This is an optimization exercise on Yosys and OpenROAD, whose aim is small area, not a production implementation. Only simulation tests tie the RTL to the original design; equivalence was not proved. The clock port is modelled as an ideal driver, which makes a skipped or thinned clock tree look cheaper than it is; a real chip needs a root buffer or a tree. No activity file was given, so power comes from the tool's default toggle rates.

==> try-pepper <==
==> flow/design.v <==
module config_passer (
    input        CLK,
    input        RSTn,
    input        Empty,
    input  [7:0] Data,
    output [7:0] D7_D0,
    output       RINC,
    output       WrEn,
    output reg [2:0] RegAddr
);
reg [2:0] Count;
reg WrReg;
wire analyze = (Count == 3'd0);
always @(posedge CLK or negedge RSTn) begin
    if (~RSTn)
        Count <= 3'd0;
    else if (!analyze)
        Count <= Count - 3'd1;
    else if (!Empty)
        Count <= Data[2:0];
end
always @(posedge CLK or negedge RSTn) begin
    if (~RSTn)
        RegAddr <= 3'b0;
    else if (analyze && !Empty)
        RegAddr <= Data[5:3];
end
always @(posedge CLK) begin
    if (analyze)
        WrReg <= Data[7];
end
assign D7_D0 = Data;
assign RINC  = ~Empty;
assign WrEn  = WrReg & ~analyze;
endmodule
module fifo_top(
    input        iClk,
    input        iRstn,
    input  [7:0] iWDAT,
    input        iChg,       
    output       oEMPT,
    output [7:0] oRDAT
);
reg [2:0] t;
wire inc = ~t[2] | t[1] | t[0] | iChg;
always @(posedge iClk or negedge iRstn) begin
    if (!iRstn)
        t <= 3'd0;
    else
        t <= {t[2] | (t[1] & t[0]), t[1:0] + {1'b0, inc}};
end
reg [7:0] rdat;
always @(posedge iClk) begin
    if (!(t[2] & (t[1] | t[0])))
        rdat <= iWDAT;
end
assign oEMPT = ~t[2];
assign oRDAT = rdat;
endmodule
module jtag_top(
    input  iTck,
    input  iTrst,
    input  iTms,
    input  iTdi,
    input  iDesync,
    input  tdoHold,      
    output oTdo,         
    output oShift,       
    output oWrEn
);
localparam pTestLogicReset = 4'hF;
localparam pRunTestIdle    = 4'hC;
localparam pSelectDRScan   = 4'h7;
localparam pCaptureDR      = 4'h6;
localparam pShiftDR        = 4'h2;
localparam pExit1DR        = 4'h1;
localparam pPauseDR        = 4'h3;
localparam pExit2DR        = 4'h0;
localparam pUpdateDR       = 4'h5;
localparam pSelectIRScan   = 4'h4;
localparam pCaptureIR      = 4'hE;
localparam pShiftIR        = 4'hA;
localparam pExit1IR        = 4'h9;
localparam pPauseIR        = 4'hB;
localparam pExit2IR        = 4'h8;
localparam pUpdateIR       = 4'hD;
localparam IR_BYPASS = 2'd0;
localparam IR_IDCODE = 2'd1;
localparam IR_CONFIG = 2'd2;
localparam IR_NONE   = 2'd3;
reg [3:0] stN;                       
wire [3:0] st = ~stN;
reg [3:0] nxt;
always @(*) begin
    case (st)
        pTestLogicReset: nxt = iTms ? pTestLogicReset : pRunTestIdle;
        pRunTestIdle:    nxt = iTms ? pSelectDRScan   : pRunTestIdle;
        pSelectDRScan:   nxt = iTms ? pSelectIRScan   : pCaptureDR;
        pCaptureDR:      nxt = iTms ? pExit1DR        : pShiftDR;
        pShiftDR:        nxt = iTms ? pExit1DR        : pShiftDR;
        pExit1DR:        nxt = iTms ? pUpdateDR       : pPauseDR;
        pPauseDR:        nxt = iTms ? pExit2DR        : pPauseDR;
        pExit2DR:        nxt = iTms ? pUpdateDR       : pShiftDR;
        pUpdateDR:       nxt = iTms ? pSelectDRScan   : pRunTestIdle;
        pSelectIRScan:   nxt = iTms ? pTestLogicReset : pCaptureIR;
        pCaptureIR:      nxt = iTms ? pExit1IR        : pShiftIR;
        pShiftIR:        nxt = iTms ? pExit1IR        : pShiftIR;
        pExit1IR:        nxt = iTms ? pUpdateIR       : pPauseIR;
        pPauseIR:        nxt = iTms ? pExit2IR        : pPauseIR;
        pExit2IR:        nxt = iTms ? pUpdateIR       : pShiftIR;
        default:         nxt = iTms ? pSelectDRScan   : pRunTestIdle;  
    endcase
end
always @(posedge iTck or negedge iTrst) begin
    if (!iTrst)
        stN <= 4'h0;
    else
        stN <= ~nxt;
end
wire tlr   = (st == pTestLogicReset);
wire capdr = (st == pCaptureDR);
wire shdr  = (st == pShiftDR);
wire shir  = (st == pShiftIR);
reg [3:0] SIRn;                         
wire [3:0] SIR = ~SIRn;
wire sirShift = shir;                   
wire sirHold  = ~(shir | tlr);
always @(posedge iTck) begin
    SIRn <= ~(({4{sirShift}} & {iTdi, SIR[3:1]}) | ({4{sirHold}} & SIR) |
              {3'b000, tlr});
end
reg [1:0] IR;
always @(*) begin
    case (SIR)
        4'b0001: IR = IR_BYPASS;
        4'b0010: IR = IR_IDCODE;
        4'b0100: IR = IR_CONFIG;
        default: IR = IR_NONE;
    endcase
end
wire cfg = (IR == IR_CONFIG);
reg [31:0] IDCn;
wire [31:0] IDC = ~IDCn;
wire idcHold = ~(capdr | shdr);
always @(posedge iTck) begin
    IDCn <= ~(({32{shdr}} & {iTdi, IDC[31:1]}) | ({32{idcHold}} & IDC) |
              ({32{capdr}} & 32'h149511c3));
end
reg [7:0] SCFn;                         
wire [7:0] SCF = ~SCFn;
wire scfShift = shdr & cfg;             
wire scfHold  = ~(scfShift | tlr);
always @(posedge iTck) begin
    SCFn <= ~(({8{scfShift}} & {iTdi, SCF[7:1]}) | ({8{scfHold}} & SCF));
end
reg sync;
always @(posedge iTck) begin
    if (tlr)
        sync <= 1'b0;
    else if (SCF == 8'hF0)
        sync <= 1'b1;
    else if (iDesync)
        sync <= 1'b0;
end
reg [3:0] sftCnt;
always @(posedge iTck) begin
    if (!sync)
        sftCnt <= 4'd0;
    else if (shdr && cfg)
        sftCnt <= sftCnt + 4'd1;
end
assign oWrEn = shdr & cfg & sync & (&sftCnt);
reg drTdo;
always @(*) begin
    case (IR)
        IR_BYPASS: drTdo = IDC[31];
        IR_IDCODE: drTdo = IDC[0];
        IR_CONFIG: drTdo = SCF[0];
        default:   drTdo = tdoHold;
    endcase
end
assign oTdo   = shir ? SIR[0] : drTdo;
assign oShift = shir | shdr;
endmodule
module top(
    iTms,
    iTck,
    iTrst,
    iDesync,
    iTdi,
    oRINC,
    WrEn,
    regAddr,
    D7_D0,
    setDataReg_Latch
);
input iTms;
input iTck;
input iTrst;
input iDesync;
input iTdi;
output oRINC;
output WrEn;
output[2:0] regAddr;
output[7:0] D7_D0;
output[7:0] setDataReg_Latch;
wire oTdo;
wire oShift;
wire oWrEn;
wire oEMPT;
wire[7:0] oRDAT;
reg[7:0] setDataReg;
reg[7:0] setDataReg_Latch;
reg wrEnQ;
jtag_top jtag_top_inst(
    .iTck(iTck),
    .iTrst(iTrst),
    .iTms(iTms),
    .iTdi(iTdi),
    .iDesync(iDesync),
    .tdoHold(setDataReg[7]),
    .oTdo(oTdo),
    .oShift(oShift),
    .oWrEn(oWrEn)
);
fifo_top fifo_top_inst(
    .iClk(iTck),
    .iRstn(iTrst),
    .iWDAT(setDataReg_Latch),
    .iChg(wrEnQ),
    .oEMPT(oEMPT),
    .oRDAT(oRDAT)
);
config_passer config_passer_inst(
    .CLK(iTck),
    .RSTn(iTrst),
    .Empty(oEMPT),
    .Data(oRDAT),
    .D7_D0(D7_D0),
    .RINC(oRINC),
    .WrEn(WrEn),
    .RegAddr(regAddr)
);
always @(posedge iTck) begin
    if (oShift)
        setDataReg <= {oTdo, setDataReg[7:1]};
end
always @(posedge iTck or negedge iTrst) begin
    if(~iTrst)
        wrEnQ <= 1'b0;
    else
        wrEnQ <= oWrEn;
end
always @(posedge iTck or negedge iTrst) begin
    if(~iTrst)
        setDataReg_Latch <= 8'b0;
    else if(wrEnQ)
        setDataReg_Latch <= setDataReg;
end
endmodule
==> flow/flow/run.sh <==
#!/bin/bash
# Own layout flow: the standard ORFS flow (standard.sh) with
#  - an area-oriented ABC script for the combinational logic (abc_area.script
#    here replaces ORFS's; registers are mapped exactly as in the standard
#    synthesis, before ABC runs),
#  - no separate mapping of adders to half/full adder cells (ADDER_MAP_FILE
#    empty), so that ABC maps the small counters together with their logic,
#  - port buffers of the smallest buffer cell,
#  - a small two-level clock tree built by manual_cts.tcl in place of
#    TritonCTS: the clock port drives one root buffer, which drives a few leaf
#    buffers, each driving an equal share of the flip-flops.
# Each tool's output goes to the ORFS logs; make's output to standard.log.
set -e
HERE=$(pwd)
rm -rf "$HERE/scripts"
cp -r "$FLOW_HOME/scripts" "$HERE/scripts"
cp "$HERE/flow/abc_area.script" "$HERE/scripts/abc_area.script"
sed -i 's|^log_cmd clock_tree_synthesis {\*}\$cts_args|source $::env(MANUAL_CTS_TCL)|' "$HERE/scripts/cts.tcl"
grep -q MANUAL_CTS_TCL "$HERE/scripts/cts.tcl"
export SCRIPTS_DIR="$HERE/scripts"
export ADDER_MAP_FILE=
export MANUAL_CTS_TCL="$HERE/flow/manual_cts.tcl"
export MANUAL_CTS_K=${MANUAL_CTS_K:-7}
export MANUAL_CTS_LEAF=${MANUAL_CTS_LEAF:-sky130_fd_sc_hd__buf_4}
export MANUAL_CTS_ROOT=${MANUAL_CTS_ROOT:-sky130_fd_sc_hd__buf_2}
export BUFFER_PORTS_ARGS="-buffer_cell sky130_fd_sc_hd__buf_1"
bash standard.sh > standard.log 2>&1
==> flow/flow/abc_area.script <==
strash
&get -n
&deepsyn -T 30
&put
dch -f
amap
topo
==> flow/flow/manual_cts.tcl <==
# Manual two-level clock tree. The clock port drives one root buffer, which
# drives K leaf buffers. The flip-flops are split into K groups of nearly equal
# size by recursive bisection along the longer side of each group's bounding
# box; each leaf buffer drives one group and is placed at the group's centre.
proc cts_split {sinks K} {
  if {$K <= 1} { return [list $sinks] }
  set xs {}; set ys {}
  foreach s $sinks { lappend xs [lindex $s 1]; lappend ys [lindex $s 2] }
  set xs [lsort -integer $xs]; set ys [lsort -integer $ys]
  set w [expr [lindex $xs end] - [lindex $xs 0]]
  set h [expr [lindex $ys end] - [lindex $ys 0]]
  set idx [expr {$w >= $h ? 1 : 2}]
  set sorted [lsort -integer -index $idx $sinks]
  set k1 [expr $K / 2]
  set n [llength $sorted]
  set n1 [expr int(round(double($n) * $k1 / $K))]
  set a [lrange $sorted 0 [expr $n1 - 1]]
  set b [lrange $sorted $n1 end]
  return [concat [cts_split $a $k1] [cts_split $b [expr $K - $k1]]]
}

proc manual_cts {clkname K leafcell rootcell} {
  set block [ord::get_db_block]
  set db [ord::get_db]
  set clknet [$block findNet $clkname]
  set sinks {}
  foreach it [$clknet getITerms] {
    set bb [[$it getInst] getBBox]
    lappend sinks [list $it [expr ([$bb xMin]+[$bb xMax])/2] [expr ([$bb yMin]+[$bb yMax])/2]]
  }
  set groups [cts_split $sinks $K]
  set rootm [$db findMaster $rootcell]
  set leafm [$db findMaster $leafcell]
  set root [odb::dbInst_create $block $rootm clkbuf_root]
  set rootnet [odb::dbNet_create $block clknet_root]
  $rootnet setSigType CLOCK
  [$root findITerm A] connect $clknet
  [$root findITerm X] connect $rootnet
  set rx 0; set ry 0; set k 0
  foreach g $groups {
    set leaf [odb::dbInst_create $block $leafm clkbuf_leaf_$k]
    set net [odb::dbNet_create $block clknet_leaf_$k]
    $net setSigType CLOCK
    [$leaf findITerm A] connect $rootnet
    [$leaf findITerm X] connect $net
    set sx 0; set sy 0
    foreach s $g {
      set it [lindex $s 0]; $it disconnect; $it connect $net
      incr sx [lindex $s 1]; incr sy [lindex $s 2]
    }
    set cx [expr $sx / [llength $g]]; set cy [expr $sy / [llength $g]]
    $leaf setLocation $cx $cy
    $leaf setPlacementStatus PLACED
    incr rx $cx; incr ry $cy; incr k
  }
  $root setLocation [expr $rx / $k] [expr $ry / $k]
  $root setPlacementStatus PLACED
}

manual_cts iTck $::env(MANUAL_CTS_K) $::env(MANUAL_CTS_LEAF) $::env(MANUAL_CTS_ROOT)
==> flow/standard.sh <==
#!/bin/bash
# synth_recipe.tcl (not shown) runs the flow's synth.tcl, then flattens the netlist and writes it again
# the make line also repeats each setting of config.mk as NAME=value (left out here)
make -C /OpenROAD-flow-scripts/flow DESIGN_CONFIG=/design/flow/config.mk WORK_HOME=/design/flow/orfs CLKGATE_MAP_FILE= SYNTH_SCRIPT=/design/flow/synth_recipe.tcl "${@:-finish}"
==> flow/config.mk <==
export PLATFORM = sky130hd
export DESIGN_NAME = top
export DESIGN_NICKNAME = top
export VERILOG_FILES = /design/flow/design.v
export SDC_FILE = /design/flow/constraint.sdc
export NUM_CORES = 4
export LEC_CHECK = 0
export ABC_AREA = 1
export CAP_MARGIN = 20
export CORE_MARGIN = 2
export CORE_UTILIZATION = 75
export GPL_TIMING_DRIVEN = 0
export PLACE_DENSITY = 0.8
export SLEW_MARGIN = 20
==> flow/constraint.sdc <==
create_clock -name core_clock -period 8.0 [get_ports {iTck}]
set_input_delay 1.6000 -clock core_clock [delete_from_list [all_inputs] [get_ports {iTck}]]
set_output_delay 1.6000 -clock core_clock [all_outputs]
set_load 0.01 [all_outputs]
==> try-quartz: changes against try-pepper <==
--- a/flow/design.v
+++ b/flow/design.v
@@ -166,3 +166,3 @@
 always @(posedge iTck) begin
-    if (!sync)
+    if (tlr || !sync)
         sftCnt <= 4'd0;
--- a/flow/flow/run.sh
+++ b/flow/flow/run.sh
@@ -5,4 +5,2 @@
 #    synthesis, before ABC runs),
-#  - no separate mapping of adders to half/full adder cells (ADDER_MAP_FILE
-#    empty), so that ABC maps the small counters together with their logic,
 #  - port buffers of the smallest buffer cell,
@@ -20,5 +18,4 @@
 export SCRIPTS_DIR="$HERE/scripts"
-export ADDER_MAP_FILE=
 export MANUAL_CTS_TCL="$HERE/flow/manual_cts.tcl"
-export MANUAL_CTS_K=${MANUAL_CTS_K:-7}
+export MANUAL_CTS_K=${MANUAL_CTS_K:-8}
 export MANUAL_CTS_LEAF=${MANUAL_CTS_LEAF:-sky130_fd_sc_hd__buf_4}
==> flow/flow/abc_area.script (replaced) <==
strash
balance
rewrite
refactor
balance
rewrite
rewrite -z
balance
refactor -z
rewrite -z
balance
dch -f
amap
topo
CAP_MARGIN = 0   (was 20)
SLEW_MARGIN = 0   (was 20)
==> try-willow: changes against try-pepper <==
--- a/flow/design.v
+++ b/flow/design.v
@@ -166,3 +166,3 @@
 always @(posedge iTck) begin
-    if (!sync)
+    if (tlr || !sync)
         sftCnt <= 4'd0;
==> flow/flow/run.sh (replaced) <==
#!/bin/bash
# Own layout flow: the standard ORFS flow (standard.sh) with
#  - an area-oriented ABC script for the combinational logic (abc_area.script
#    here replaces ORFS's; registers are mapped exactly as in the standard
#    synthesis, before ABC runs),
#  - port buffers of the smallest buffer cell,
#  - clock tree synthesis without dummy loads.
# Each tool's output goes to the ORFS logs; make's output to standard.log.
set -e
HERE=$(pwd)
rm -rf "$HERE/scripts"
cp -r "$FLOW_HOME/scripts" "$HERE/scripts"
cp "$HERE/flow/abc_area.script" "$HERE/scripts/abc_area.script"
export SCRIPTS_DIR="$HERE/scripts"
export BUFFER_PORTS_ARGS="-buffer_cell sky130_fd_sc_hd__buf_1"
export CTS_ARGS="-sink_clustering_enable -repair_clock_nets -dont_use_dummy_load"
bash standard.sh > standard.log 2>&1
==> flow/flow/abc_area.script (replaced) <==
strash
balance
rewrite
refactor
balance
rewrite
rewrite -z
balance
refactor -z
rewrite -z
balance
dch -f
amap
topo
removed: flow/flow/manual_cts.tcl
==> try-delta: changes against try-pepper <==
--- a/flow/flow/run.sh
+++ b/flow/flow/run.sh
@@ -22,3 +22,3 @@
 export MANUAL_CTS_TCL="$HERE/flow/manual_cts.tcl"
-export MANUAL_CTS_K=${MANUAL_CTS_K:-7}
+export MANUAL_CTS_K=${MANUAL_CTS_K:-8}
 export MANUAL_CTS_LEAF=${MANUAL_CTS_LEAF:-sky130_fd_sc_hd__buf_4}
==> flow/flow/abc_area.script (replaced) <==
strash
&get -n
&deepsyn -T 30
&dch -f
&nf -R 1000
&put
topo
==> results.txt <==
Cell internal power dissipation: try-delta 0.701 mW; try-pepper 0.697 mW; try-quartz 0.713 mW; try-willow 0.760 mW
Peak supply drop: try-delta 209 uV; try-pepper 277 uV; try-quartz 267 uV; try-willow 250 uV
Area taken by multi-input logic gates: try-delta 852 um2; try-pepper 769 um2; try-quartz 962 um2; try-willow 962 um2
Met2 wire length: try-delta 2540 um; try-pepper 2310 um; try-quartz 2870 um; try-willow 3220 um
Largest net degree at the start of global routing: try-delta 23; try-pepper 33; try-quartz 33; try-willow 33
Sequential power: try-delta 0.625 mW; try-pepper 0.617 mW; try-quartz 0.633 mW; try-willow 0.636 mW
Portion of the clock cycle consumed by the worst path in the final layout: try-delta 0.398; try-pepper 0.400; try-quartz 0.421; try-willow 0.427
Final weighted congestion in routability-driven placement: try-delta 0.749; try-pepper 0.821; try-quartz 0.850; try-willow 0.850
Count of inverters not on the clock network in the layout: try-delta 6; try-pepper 35; try-quartz 31; try-willow 31
Dpl cells: try-delta 289; try-pepper 311; try-quartz 351; try-willow 351
Final Util: try-delta 0.850; try-pepper 0.853; try-quartz 0.842; try-willow 0.854
Layout cell share with drive strength beyond 1: try-delta 0.0440; try-pepper 0.0406; try-quartz 0.0386; try-willow 0.0387
Number of cell rows: try-delta 22; try-pepper 22; try-quartz 23; try-willow 23
Worst r2r dst: try-delta jtag_top_inst.sftCnt[3]; try-pepper jtag_top_inst.sftCnt[3]; try-quartz jtag_top_inst.SCFn[7]; try-willow jtag_top_inst.SCFn[7]
Initial drt markers: try-delta 144; try-pepper 61; try-quartz 108; try-willow 162
Worst setup path class: try-delta reg -> out; try-pepper reg -> out; try-quartz reg -> out; try-willow reg -> reg
Met2 demand-to-capacity share in global routing: try-delta 0.440; try-pepper 0.414; try-quartz 0.445; try-willow 0.507
Total power after layout: try-delta 0.985 mW; try-pepper 0.981 mW; try-quartz 1.02 mW; try-willow 1.09 mW
Core area: try-delta 0.00369 mm2; try-pepper 0.00372 mm2; try-quartz 0.00400 mm2; try-willow 0.00400 mm2
Outcome: try-delta no timing/DRC/antenna violations; try-pepper no timing/DRC/antenna violations; try-quartz no timing/DRC/antenna violations; try-willow no timing/DRC/antenna violations
The clock cells of try-pepper, try-quartz and try-delta come from the design's own scripts or RTL, not from TritonCTS.

[static timing again, ports no longer ideal]
The flow's constraints put no driver on any port. The routed layouts listed below were extracted and timed again, unchanged, in two steps. Step 1 sets driving cells, clkbuf_16 on the clock port and buf_2 on the other inputs (assumed; they add their load-dependent delay and slew). Step 2 adds t to the input delays and takes it off the output delays; t is the mean of the earliest and latest rising clock arrival at the registers after step 1. Input paths then give back, and output paths get back, about the clock's delay inside the block. a / b / c = ideal ports / drivers / drivers and shift; a / b = the first two.
run | shift t [ns] | setup WS [ns] | worst hold slack (ns) | pins driven straight from the clock port
try-pepper | 0.435 | 4.797 / 4.771 / 4.968 | 0.466 / 0.466 / 0.466 | 1
try-quartz | 0.453 | 4.635 / 4.608 / 4.646 | 0.456 / 0.456 / 0.456 | 1
try-willow | 0.356 | 4.584 / 4.584 / 4.584 | 0.444 / 0.444 / 0.444 | 1
try-delta | 0.438 | 4.817 / 4.792 / 5.230 | 0.452 / 0.452 / 0.452 | 1
After both steps every run listed still meets setup and hold.
